Context: an optimization exercise on an open-source flow, tuned for small area, a short achievable clock period and few clock cycles. The choices shown serve that exercise and are no tape-out recipe.
Function not checked in this run: the RTL went through the layout flow alone.

<file path="flow/config.mk">
export PLATFORM = sky130hd
export DESIGN_NAME = Milestone1
export DESIGN_NICKNAME = Milestone1
export VERILOG_FILES = /design/flow/design.v
export SDC_FILE = /design/flow/constraint.sdc
export NUM_CORES = 4
export LEC_CHECK = 0
export CAP_MARGIN = 20
export CORE_MARGIN = 2
export CORE_UTILIZATION = 40
export SLEW_MARGIN = 20
</file>
<file path="flow/constraint.sdc">
create_clock -name core_clock -period 13.0 [get_ports {Clock}]
set_input_delay 2.6000 -clock core_clock [delete_from_list [all_inputs] [get_ports {Clock}]]
set_output_delay 2.6000 -clock core_clock [all_outputs]
set_load 0.01 [all_outputs]
</file>
<file path="flow/design.v">
`timescale 1ns/100ps
`default_nettype none
module Milestone1 (
   input  logic            Clock,
   input  logic            resetn,
   input  logic [15:0]     SRAM_read_data,
	input logic             M1_start,
	output logic [17:0]   SRAM_address,
	output logic [15:0]	 SRAM_write_data,
	output logic		    SRAM_we_n,
	output logic          M1_end
);
typedef enum logic [4:0] {
	S_M1_IDLE,
	S_M1_LEAD_IN_0,
	S_M1_LEAD_IN_1,
	S_M1_LEAD_IN_2,
	S_M1_LEAD_IN_3,
	S_M1_LEAD_IN_4,
	S_M1_LEAD_IN_5,
	S_M1_LEAD_IN_6,
	S_M1_LEAD_IN_7,
	S_M1_LEAD_IN_8,
	S_M1_LEAD_IN_9,
	S_M1_LEAD_IN_10,
	S_M1_LEAD_IN_11,
	S_M1_COMMON_CASE_1,
	S_M1_COMMON_CASE_2,
	S_M1_COMMON_CASE_3,
	S_M1_COMMON_CASE_4,
	S_M1_COMMON_CASE_5,
	S_M1_COMMON_CASE_6,
	S_M1_COMMON_CASE_7,
	S_M1_LEAD_OUT_1,
	S_M1_LEAD_OUT_2
} M1_state_type;
M1_state_type M1_state;
parameter y_address = 18'd0;
parameter u_address = 18'd38400;
parameter v_address = 18'd57600;
parameter rgb_address = 18'd146944;
parameter signed a00 = 32'h129FC;  
parameter signed a02 = 32'h19893;  
parameter signed a11 = 32'hFFFF9BE8;  
parameter signed a12 = 32'hFFFF2FDF;  
parameter signed a21 = 32'h2049B;  
parameter signed j_five = 32'h15;  
parameter signed j_three = 32'hFFFFFFCC;  
parameter signed j_one = 32'h9F;  
logic case_flag;
logic lead_out;
logic [17:0] y_counter, u_counter, v_counter, rgb_counter, pixel_counter, row_counter;
logic [15:0] y_buf, u_buf, v_buf;
logic [31:0] u_prime_odd, v_prime_odd;
logic [7:0] u_prime_even, v_prime_even;
logic [7:0] u_minus_five, u_minus_three, u_minus_one, u_plus_one, u_plus_three, u_plus_five; 
logic [7:0] v_minus_five, v_minus_three, v_minus_one, v_plus_one, v_plus_three, v_plus_five; 
logic [31:0] r_acc_even, g_acc_even, b_acc_even;
logic [31:0] r_acc_odd, g_acc_odd, b_acc_odd;
logic [7:0] r_clip_even, g_clip_even, b_clip_even;
logic [7:0] r_clip_odd, g_clip_odd, b_clip_odd;
logic signed [31:0] op1, op2, op3, op4,op5,op6,op7,op8, result1, result2, result3, result4;
logic signed [63:0] result_long1, result_long2, result_long3, result_long4;
assign result_long1 = $signed(op1)*$signed(op2);
assign result_long2 = $signed(op3)*$signed(op4);
assign result_long3 = $signed(op5)*$signed(op6);
assign result_long4 = $signed(op7)*$signed(op8);
assign result1 = result_long1[31:0];
assign result2 = result_long2[31:0];
assign result3 = result_long3[31:0];
assign result4 = result_long4[31:0];
always_comb begin  
	if (r_acc_even[31] == 1'b1) begin  
		r_clip_even <= 8'd0;
		end else if (r_acc_even[31:24] >= 8'd1) begin  
			r_clip_even <= 8'd255;
			end else begin
			r_clip_even <= r_acc_even[23:16]; 
	end
	if (g_acc_even[31] == 1'b1) begin 
		g_clip_even <= 8'd0;
		end else if (g_acc_even[31:24] >= 8'd1) begin
			g_clip_even <= 8'd255;
			end else begin
			g_clip_even <= g_acc_even[23:16];
	end
	if (b_acc_even[31] == 1'b1) begin
		b_clip_even <= 8'd0;
		end else if (b_acc_even[31:24] >= 8'd1) begin
			b_clip_even <= 8'd255;
			end else begin
			b_clip_even <= b_acc_even[23:16];
	end
	if (r_acc_odd[31] == 1'b1) begin  
		r_clip_odd <= 8'd0;
		end else if (r_acc_odd[31:24] >= 8'd1) begin 
			r_clip_odd <= 8'd255;
			end else begin
			r_clip_odd <= r_acc_odd[23:16];  
	end
	if (g_acc_odd[31] == 1'b1) begin 
		g_clip_odd <= 8'd0;
		end else if (g_acc_odd[31:24] >= 8'd1) begin
			g_clip_odd <= 8'd255;
			end else begin
			g_clip_odd <= g_acc_odd[23:16];
	end
	if (b_acc_odd[31] == 1'b1) begin
		b_clip_odd <= 8'd0;
		end else if (b_acc_odd[31:24] >= 8'd1) begin
			b_clip_odd <= 8'd255;
			end else begin
			b_clip_odd <= b_acc_odd[23:16];
	end
end
always @(posedge Clock or negedge resetn) begin
	if (~resetn) begin
		SRAM_address <= 18'd0;
		SRAM_write_data <= 18'd0;
		SRAM_we_n <= 1'b1;
		M1_end <= 1'b0;
		y_counter <= 18'd0;
		u_counter <= 18'd0;
		v_counter <= 18'd0;
		rgb_counter <= 18'd0;
		pixel_counter <= 18'd0;
		row_counter <= 18'd0;
		y_buf <= 16'd0;
		u_buf <= 16'd0;
		v_buf <= 16'd0;
		u_prime_odd <= 32'd0;
		v_prime_odd <= 32'd0;
		u_prime_even <= 8'd0;
		v_prime_even <= 8'd0;
		u_minus_five <= 8'd0; 
		u_minus_three <= 8'd0; 
		u_minus_one <= 8'd0; 
		u_plus_one <= 8'd0; 
		u_plus_three <= 8'd0; 
		u_plus_five <= 8'd0; 
		v_minus_five <= 8'd0; 
		v_minus_three <= 8'd0; 
		v_minus_one <= 8'd0; 
		v_plus_one <= 8'd0; 
		v_plus_three <= 8'd0; 
		v_plus_five <= 8'd0; 
		r_acc_even <= 32'd0;
		g_acc_even <= 32'd0; 
		b_acc_even <= 32'd0;
		r_acc_odd <= 32'd0;
		g_acc_odd <= 32'd0; 
		b_acc_odd <= 32'd0;
		case_flag <= 1'b0;
		lead_out <= 1'b0;
		M1_state <= S_M1_IDLE;
		op1 <= 32'd0;
		op2 <= 32'd0;
		op3 <= 32'd0;
		op4 <= 32'd0;
		op5 <= 32'd0;
		op6 <= 32'd0;
		op7 <= 32'd0;
		op8 <= 32'd0;
	end else begin
		case (M1_state)
		S_M1_IDLE: begin
			if (M1_start == 1'b1) begin
				SRAM_address <= y_address;
				SRAM_write_data <= 18'd0;
				SRAM_we_n <= 1'b1;
				y_counter <= 18'd1;
				u_counter <= 18'd0;
				v_counter <= 18'd0;
				rgb_counter <= 18'd0;
				pixel_counter <= 18'd0;
				row_counter <= 18'd0;
				y_buf <= 16'd0;
				u_buf <= 16'd0;
				v_buf <= 16'd0;
				u_prime_odd <= 32'd0;
				v_prime_odd <= 32'd0;
				u_prime_even <= 8'd0;
				v_prime_even <= 8'd0;
				u_minus_five <= 8'd0; 
				u_minus_three <= 8'd0; 
				u_minus_one <= 8'd0; 
				u_plus_one <= 8'd0; 
				u_plus_three <= 8'd0; 
				u_plus_five <= 8'd0; 
				v_minus_five <= 8'd0; 
				v_minus_three <= 8'd0; 
				v_minus_one <= 8'd0; 
				v_plus_one <= 8'd0; 
				v_plus_three <= 8'd0; 
				v_plus_five <= 8'd0; 
				r_acc_even <= 32'd0;
				g_acc_even <= 32'd0; 
				b_acc_even <= 32'd0;
				r_acc_odd <= 32'd0;
				g_acc_odd <= 32'd0; 
				b_acc_odd <= 32'd0;
				case_flag <= 1'b0;
				lead_out <= 1'b0;
				M1_end <= 1'b0;
				M1_state <= S_M1_LEAD_IN_0;
			end	
		end
		S_M1_LEAD_IN_0: begin
		SRAM_address <= u_address + u_counter;   
		u_counter <= u_counter + 1'd1;
		M1_state <= S_M1_LEAD_IN_1;
		end
		S_M1_LEAD_IN_1: begin
			SRAM_address <= v_address + v_counter;   
			v_counter <= v_counter + 1'd1;
			M1_state <= S_M1_LEAD_IN_2;
		end
		S_M1_LEAD_IN_2: begin
			SRAM_address <= u_address + u_counter;  
			u_counter <= u_counter + 1'd1;
			y_buf <= SRAM_read_data;  
			M1_state <= S_M1_LEAD_IN_3;
		end
		S_M1_LEAD_IN_3: begin
			SRAM_address <= v_address + v_counter;  
			v_counter <= v_counter + 1'd1;
			u_buf <= SRAM_read_data;   
			u_minus_five <= SRAM_read_data[15:8]; 
			u_minus_three <= SRAM_read_data[15:8]; 
			u_minus_one <= SRAM_read_data[15:8]; 
			u_plus_one <= SRAM_read_data[7:0]; 
			M1_state <= S_M1_LEAD_IN_4;
		end
		S_M1_LEAD_IN_4: begin
			v_buf <= SRAM_read_data;    
			v_minus_five <= SRAM_read_data[15:8]; 
			v_minus_three <= SRAM_read_data[15:8]; 
			v_minus_one <= SRAM_read_data[15:8]; 
			v_plus_one <= SRAM_read_data[7:0];
			u_prime_even <= (u_minus_one - 8'd128);
			op1 <= {24'd0, u_buf[15:8]};
			op2 <= j_five;
			op3 <= {24'd0, u_buf[15:8]};
			op4 <= j_three;
			op5 <= {24'd0, u_buf[15:8]};
			op6 <= j_one;
			op7 <= {24'd0, u_buf[7:0]};
			op8 <= j_one;
			M1_state <= S_M1_LEAD_IN_5;
		end	
		S_M1_LEAD_IN_5: begin
			u_buf <= SRAM_read_data;   
			u_plus_three <= SRAM_read_data[15:8];
			u_plus_five <= SRAM_read_data[7:0];
			v_prime_even <= (v_minus_one - 8'd128);
			op1 <= {24'd0, v_buf[15:8]};
			op2 <= j_five;
			op3 <= {24'd0, v_buf[15:8]};
			op4 <= j_three;
			op5 <= {24'd0, v_buf[15:8]};
			op6 <= j_one;
			op7 <= {24'd0, v_buf[7:0]};
			op8 <= j_one;
			u_prime_odd <= result1 + result2 + result3 + result4; 
			M1_state <= S_M1_LEAD_IN_6;
		end	
		S_M1_LEAD_IN_6: begin
			v_buf <= SRAM_read_data;   
			v_plus_three <= SRAM_read_data[15:8];
			v_plus_five <= SRAM_read_data[7:0];
			op1 <= {24'd0, u_buf[15:8]};
			op2 <= j_three;
			op3 <= {24'd0, u_buf[7:0]};
			op4 <= j_five;
			v_prime_odd <= result1 + result2 + result3 + result4; 
			M1_state <= S_M1_LEAD_IN_7;
		end			
		S_M1_LEAD_IN_7: begin
			SRAM_address <= y_address + y_counter;
			y_counter <= y_counter + 1'd1;		
			op1 <= {24'd0, v_buf[15:8]};
			op2 <= j_three;
			op3 <= {24'd0, v_buf[7:0]};
			op4 <= j_five;
			u_prime_odd <= $signed($signed(u_prime_odd + result1 + result2 + 32'd128) >>> 8) - 32'sd128;  
			M1_state <= S_M1_LEAD_IN_8;
		end	
		S_M1_LEAD_IN_8: begin
			SRAM_address <= u_address + u_counter;
			u_counter <= u_counter + 1'd1;
			op1 <= {24'd0, y_buf[15:8]} - 32'd16;
			op2 <= a00;
			op3 <= {24'd0, v_minus_one} - 32'd128;
			op4 <= a02;
			op5 <= {24'd0, u_minus_one} - 32'd128;
			op6 <= a11;
			op7 <= {24'd0, v_minus_one} - 32'd128;
			op8 <= a12;
			v_prime_odd <= $signed($signed(v_prime_odd + result1 + result2 + 32'd128) >>> 8) - 32'sd128; 
			M1_state <= S_M1_LEAD_IN_9;
		end
		S_M1_LEAD_IN_9: begin
			SRAM_address <= v_address + v_counter;
			v_counter <= v_counter + 1'd1;
			r_acc_even = result1 + result2;
			g_acc_even = result1 + result3 + result4;
			b_acc_even = result1;
			op1 <= {24'd0, y_buf[7:0]} - 32'd16;
			op2 <= a00;
			op3 <= v_prime_odd;
			op4 <= a02;
			op5 <= u_prime_odd;
			op6 <= a11;
			op7 <= {24'd0, u_minus_one} - 32'd128;
			op8 <= a21;
			M1_state <= S_M1_LEAD_IN_10;
		end
		S_M1_LEAD_IN_10: begin
			SRAM_we_n <= 1'b0;
			SRAM_address <= rgb_address + rgb_counter;
			rgb_counter <= rgb_counter + 1'd1;
			SRAM_write_data <= {r_clip_even, g_clip_even};
			y_buf <= SRAM_read_data;  
			b_acc_even <= b_acc_even + result4;
			r_acc_odd <= result1 + result2;
			g_acc_odd <= result1 + result3;
			b_acc_odd <= result1;
			op1 <= v_prime_odd;
			op2 <= a12;
			op3 <= u_prime_odd;
			op4 <= a21;
			M1_state <= S_M1_LEAD_IN_11;
		end	
		S_M1_LEAD_IN_11: begin
			SRAM_we_n <= 1'b0;
			SRAM_address <= rgb_address + rgb_counter;
			rgb_counter <= rgb_counter + 1'd1;
			SRAM_write_data <= {b_clip_even, r_clip_odd};
			pixel_counter <= pixel_counter + 18'd1;
			u_buf <= SRAM_read_data;   
			g_acc_odd <= g_acc_odd + result1;
			b_acc_odd <= b_acc_odd + result2;
			u_minus_five <= u_minus_three; 
			u_minus_three <= u_minus_one; 
			u_minus_one <= u_plus_one; 
			u_plus_one <= u_plus_three; 
			u_plus_three <= u_plus_five;
			M1_state <= S_M1_COMMON_CASE_1;
		end
		S_M1_COMMON_CASE_1: begin
			SRAM_we_n <= 1'b0;
			SRAM_address <= rgb_address + rgb_counter;
			rgb_counter <= rgb_counter + 1'd1;
			SRAM_write_data <= {g_clip_odd, b_clip_odd};
			pixel_counter <= pixel_counter + 18'd1;
			if (case_flag == 1'b0 && lead_out == 1'b0) begin
			v_buf <= SRAM_read_data;   
			end
			u_prime_even <= u_minus_one - 8'd128;
			if(lead_out == 1'b1) begin
				u_plus_five <= u_buf[7:0];   
			end else if (case_flag == 1'b0) begin
				u_plus_five <= u_buf[15:8];	 
			end else begin
				u_plus_five <= u_buf[7:0];  
			end	
			v_minus_five <= v_minus_three; 
			v_minus_three <= v_minus_one; 
			v_minus_one <= v_plus_one; 
			v_plus_one <= v_plus_three; 
			v_plus_three <= v_plus_five;
			op1 <= {24'd0, u_minus_five};
			op2 <= j_five;
			op3 <= {24'd0, u_minus_three};
			op4 <= j_three;
			op5 <= {24'd0, u_minus_one};
			op6 <= j_one;
			op7 <= {24'd0, u_plus_one};
			op8 <= j_one;
			M1_state <= S_M1_COMMON_CASE_2;
		end
		S_M1_COMMON_CASE_2: begin
			SRAM_we_n <= 1'b1;
			v_prime_even <= v_minus_one - 8'd128;
			if(lead_out == 1'b1) begin
				v_plus_five <= v_buf[7:0];   
			end else if (case_flag == 1'b0) begin
				v_plus_five <= v_buf[15:8];	 
			end else begin
				v_plus_five <= v_buf[7:0];     
			end
			op1 <= {24'd0, u_plus_three};
			op2 <= j_three;
			op3 <= {24'd0, u_plus_five};
			op4 <= j_five;
			op5 <= {24'd0, v_minus_five};
			op6 <= j_five;
			op7 <= {24'd0, v_minus_three};
			op8 <= j_three;
			u_prime_odd <= result1 + result2 + result3 + result4;
			M1_state <= S_M1_COMMON_CASE_3;
		end
		S_M1_COMMON_CASE_3: begin
			SRAM_address <= y_address + y_counter;
			y_counter <= y_counter + 1'd1;		
			op1 <= {24'd0, v_minus_one};
			op2 <= j_one;
			op3 <= {24'd0, v_plus_one};
			op4 <= j_one;
			op5 <= {24'd0, v_plus_three};
			op6 <= j_three;
			op7 <= {24'd0, v_plus_five};
			op8 <= j_five;
			u_prime_odd <= $signed(u_prime_odd + result1 + result2 + 32'd128) >>> 8;
			v_prime_odd <= result3 + result4;
			M1_state <= S_M1_COMMON_CASE_4;
		end
		S_M1_COMMON_CASE_4: begin
			if(case_flag == 1'b1) begin
				SRAM_address <= u_address + u_counter;
				u_counter <= u_counter + 1'd1;
			end		
			op1 <= {24'd0, y_buf[15:8]} - 32'd16;
			op2 <= a00;
			op3 <= {24'd0, v_minus_one} - 32'd128;
			op4 <= a02;
			op5 <= {24'd0, u_minus_one} - 32'd128;
			op6 <= a11;
			op7 <= {24'd0, v_minus_one} - 32'd128;
			op8 <= a12;
			v_prime_odd <= $signed(v_prime_odd + result1 + result2 + result3 + result4 + 32'd128) >>> 8;
			M1_state <= S_M1_COMMON_CASE_5;
		end
		S_M1_COMMON_CASE_5: begin
			if(case_flag == 1'b1) begin
				SRAM_address <= v_address + v_counter;
				v_counter <= v_counter + 1'd1;
			end	
			op1 <= {24'd0, y_buf[7:0]} - 32'd16;
			op2 <= a00;
			op3 <= v_prime_odd - 32'd128;
			op4 <= a02;
			op5 <= u_prime_odd - 32'd128;
			op6 <= a11;
			op7 <= {24'd0, u_minus_one} - 32'd128;
			op8 <= a21;
			r_acc_even <= result1 + result2;
			g_acc_even <= result1 + result3 + result4;
			b_acc_even <= result1;
			M1_state <= S_M1_COMMON_CASE_6;
		end
		S_M1_COMMON_CASE_6: begin
			SRAM_we_n <= 1'b0;
			SRAM_address <= rgb_address + rgb_counter;
			rgb_counter <= rgb_counter + 1'd1;
			SRAM_write_data <= {r_clip_even, g_clip_even};
			y_buf <= SRAM_read_data;  
			op1 <= v_prime_odd - 32'd128;
			op2 <= a12;
			op3 <= u_prime_odd - 32'd128;
			op4 <= a21;
			b_acc_even = b_acc_even + result4;
			r_acc_odd = result1 + result2;
			g_acc_odd = result1 + result3;
			b_acc_odd = result1;
			M1_state <= S_M1_COMMON_CASE_7;
		end
		S_M1_COMMON_CASE_7: begin
			SRAM_we_n <= 1'b0;
			SRAM_address <= rgb_address + rgb_counter;
			rgb_counter <= rgb_counter + 1'd1;
			SRAM_write_data <= {b_clip_even, r_clip_odd};
			pixel_counter <= pixel_counter + 18'd1;
			if(case_flag == 1'b1) begin
				u_buf <= SRAM_read_data;  
			end		
			u_minus_five <= u_minus_three; 
			u_minus_three <= u_minus_one; 
			u_minus_one <= u_plus_one; 
			u_plus_one <= u_plus_three; 
			u_plus_three <= u_plus_five;
			g_acc_odd <= g_acc_odd + result1;
			b_acc_odd <= b_acc_odd + result2;
			if(pixel_counter > 18'd308) begin
				case_flag <= 1'b0;
				lead_out <= 1'b1;
			end else begin	
				case_flag <= ~case_flag;
			end
			if (pixel_counter > 18'd317) begin
				M1_state <= S_M1_LEAD_OUT_1;	
			end else begin
			M1_state <= S_M1_COMMON_CASE_1;
			end
	end
		S_M1_LEAD_OUT_1: begin
			SRAM_we_n <= 1'b0;
			SRAM_address <= rgb_address + rgb_counter;
			rgb_counter <= rgb_counter + 1'd1;
			SRAM_write_data <= {g_clip_odd, b_clip_odd};
			pixel_counter <= pixel_counter + 18'd1;
			row_counter <= row_counter +  1'd1;
			M1_state <= S_M1_LEAD_OUT_2;
		end
		S_M1_LEAD_OUT_2: begin
			SRAM_we_n <= 1'b1;
			if (row_counter < 240) begin
			SRAM_address <= y_address + y_counter - 1'd1;
			lead_out <= 1'b0;
			pixel_counter <= 18'd0;
			M1_state <= S_M1_LEAD_IN_0;
			end else begin
			M1_end <= 1'b1;
			M1_state <= S_M1_IDLE;
			end
		end
		default: M1_state <= S_M1_IDLE;
		endcase
	end
end
endmodule
</file>
<file path="flow/run.sh">
#!/bin/bash
# synth_recipe.tcl (not shown) runs the flow's synth.tcl, then flattens the netlist and writes it again
# the make line also repeats each setting of config.mk as NAME=value (left out here)
make -C /OpenROAD-flow-scripts/flow DESIGN_CONFIG=/design/flow/config.mk WORK_HOME=/design/flow/orfs CLKGATE_MAP_FILE= SYNTH_SCRIPT=/design/flow/synth_recipe.tcl finish
</file>
==> impl_metrics.json <==
{
  "grt_start_max_net_pins": 153,
  "clockBufferDepth": 3,
  "yosysUniqueCellTypes": 119,
  "period_needed_ps": 12600,
  "grt_pass1_wl_um": 563700,
  "setup_viol": 0,
  "clk_latency_ps": 770,
  "stdcell_area_mm2": 0.1118,
  "tritoncts": "yes",
  "endpoint_kind": "flip-flop",
  "synth_top_area_frac": 0.2910,
  "antenna_found_initial": 23,
  "avgSynthCellArea_um2": 9.121,
  "yosysWarningCount": 1,
  "io_pins": 55,
  "critPathMaxFanout": 10,
  "fp.dieArea_mm2": 0.2602,
  "path_clk_slew_ps": 60,
  "ys_seq_area_frac": 0.1554,
  "status": "timing/DRC/antenna clean",
  "r2r-start": "op2[7]",
  "slowest_stage": "dfrtp_4",
  "tightest_slew_ps": 1259,
  "cp.arrival_ps": 13240,
  "maxCapViolCount": 0,
  "nets": 13840,
  "drv_slew": 0,
  "firstDrtPassIters": 9,
  "syn_nets": 13760,
  "ys_ff_latch": 636,
  "min_period_over_period": 0.9694,
  "netlist_area_mm2": 0.1024,
  "area_growth_syn_to_layout_pct": 9.109,
  "core_mm2": 0.2544,
  "port_buffers": 54,
  "nFillCells": 24680,
  "cp-start-kind": "flip-flop",
  "crit_path_frequent_cell": "fa_1",
  "rows": 185,
  "place_inst": 14590,
  "drt_iter0_markers": 7964,
  "avgRoutedWirePerCell_um": 25.35,
  "place_area_mm2": 0.1086,
  "layout_common_cells": "inv_1, fa_1, ha_1",
  "critPathKind": "flip-flop to flip-flop",
  "ant_nets": 0,
  "gp_congestion": 0.9744,
  "clock_sinks": 636,
  "synth-edff-count": 0,
  "skew_ps": 82.65,
  "initial_core_util": 0.4027,
  "startpoint": "op2[7]",
  "hold_buffers": 0,
  "hold_class": "flip-flop to flip-flop",
  "cp.required_ps": 13640,
  "synthTopCellsByArea": "fa_1, dfrtp_1, ha_1",
  "fmax_mhz": 79.35,
  "routed_wl_um": 373900,
  "h-tree-depth": 3,
  "drt-vias-per-instance": 5.654,
  "track_usage": 0.2889,
  "whs_ps": 466.3,
  "synth_cells": 11230,
  "min_from": "row_counter[7]",
  "drc": 0,
  "num_vias": 83390,
  "grt_pass1_vias": 88320,
  "numCtsBuffers": 80,
  "instances_no_fill": 14750,
  "timing_hold_violations_final": 0,
  "maxSlewHeadroom": 0.1577,
  "ys.flop_type": "dfrtp_1",
  "dp_hpwl_um": 311000,
  "critPathMaxStageDelay_ps": 590,
  "layout_commonest_cell": "inv_1",
  "synth_async_sr_flop_share": 1.000,
  "drive_above_1_share": 0.05924,
  "root_buffer": "clkbuf_16",
  "overflow": 0,
  "die_x_um": 510.1,
  "die_h_um": 510.1,
  "yosysTopAreaCell": "fa_1"
}
==> final cells by class <==
class / count / area [µm²] / area share
inverters: 2224 / 8348 / 0.07469
multi-input cells: 7966 / 77090 / 0.6898
clock inverters: 41 / 686.9 / 0.006146
flip-flops and latches: 636 / 15930 / 0.1425
repair buffers: 406 / 3254 / 0.02912
clock buffers: 105 / 2236 / 0.02000
well taps: 3366 / 4212 / 0.03768
diodes: 4 / 10.01 / 0.00008956
==> final timing paths <==
check	endpoint	slack [ps]	cells after the start
setup / recovery	v_prime_odd[31]	400	46
hold / removal	row_counter[7]	470	1
setup reg to reg	v_prime_odd[31]	400	46
hold reg to reg	row_counter[7]	470	1
max in group asynchronous	op2[7]	8540	3
min in group asynchronous	b_acc_even[25]	1870	1
==> flip-flops by register name (all words and copies together) (netlist names), 32 cells and up <==
signal,cells
b_acc_even,32
b_acc_odd,32
g_acc_odd,32
op1,32
op3,32
op5,32
u_prime_odd,32
v_prime_odd,32
==> logic make-up (layout without fill, tap and decap cells) <==
logic type,after synthesis,after routing,synth area share
DFF,636,636,0.1554
muxes,36,36,0.003774
other,0,4,0
AOI/OAI and AO/OA,2143,2143,0.1425
buffers and inverters,2629,2776,0.09659
and+or+nand+nor,2530,2530,0.1215
xor gates and xnor gates,751,751,0.06509
adders and majority gates,2506,2506,0.4152
==> worst max-delay path: cells and delay by family, from the launching register on <==
kind,cells,cell delay (ps)
fa+ha+maj,12,4970
flops,1,590
compound gates,21,4450
xor+xnor,3,970
buf+inv,7,910
simple gates,3,610
==> what timing repair did <==
action / CTS / global route
setup endpoints to repair: 1 / 13
pin swaps: 0 / 3
endpoints found under the hold margin: 0 / 0
buffers inserted: 0 / 6
gates resized for setup: 1 / 23
==> per-stage QoR <==
stage / TNS [ps] / util / setup slack [ps]
CTS: 0 / 0.4384 / 59.34
global route: -29.73 / 0.4393 / -29.73
finish: 0 / 0.4394 / 398.3
floorplan: 0 / - / 829.0
detailed placement: 0 / 0.4269 / 163.2
global placement: 0 / 0.4268 / 236.3
==> per-layer routing <==
metal / vias to the layer above / global-route usage / wire, µm
met5: - / 0 / 166
met1: 42340 / 0.3697 / 152000
met3: 787 / 0.05456 / 28430
met2: 3294 / 0.4738 / 173200
li1: 36950 / - / -
met4: 20 / 0.1305 / 20070
==> synth_stat cells, types with 40 or more instances <==
library cell / count
o21bai_1: 58
a222oi_1: 95
nor2b_1: 47
xnor2_1: 456
a211oi_1: 40
nand3_1: 209
inv_1: 2222
a31oi_1: 48
nor3_1: 140
o221ai_1: 69
a22o_1: 44
and3_1: 77
a22oi_1: 117
xor2_1: 287
a221oi_1: 62
nand2b_1: 82
a221o_1: 98
dfrtp_1: 635
nand2_1: 818
clkbuf_1: 357
a21oi_1: 422
o21a_1: 53
nor2_1: 436
nand4_1: 48
fa_1: 1489
and2_1: 502
o21ai_0: 553
ha_1: 1016
a21o_1: 175

## separate check: timing with driven ports
No port has a modelled driver above. Below, the same layout with a new extraction and two added sets of constraints. Step 1: set_driving_cell puts a clkbuf_16 on Clock and a buf_2 on each other input, an assumption about the parent block. Step 2 times the ports against the registers' clock, not the clock port: input delays grow and output delays shrink by t, the midpoint of the rising clock arrivals with the driver on. Three values: ideal ports, drivers, drivers and shift; two values: the first two.
t (ns): 0.811
slack for setup (ns): 0.398 / 0.398 / 0.398
latest minus earliest clock arrival (ns): 0.084 / 0.084
After both steps this run still meets setup and hold. For this run, drivers alone change the setup slack by 0.000 ns; drivers and shift together by 0.000 ns.
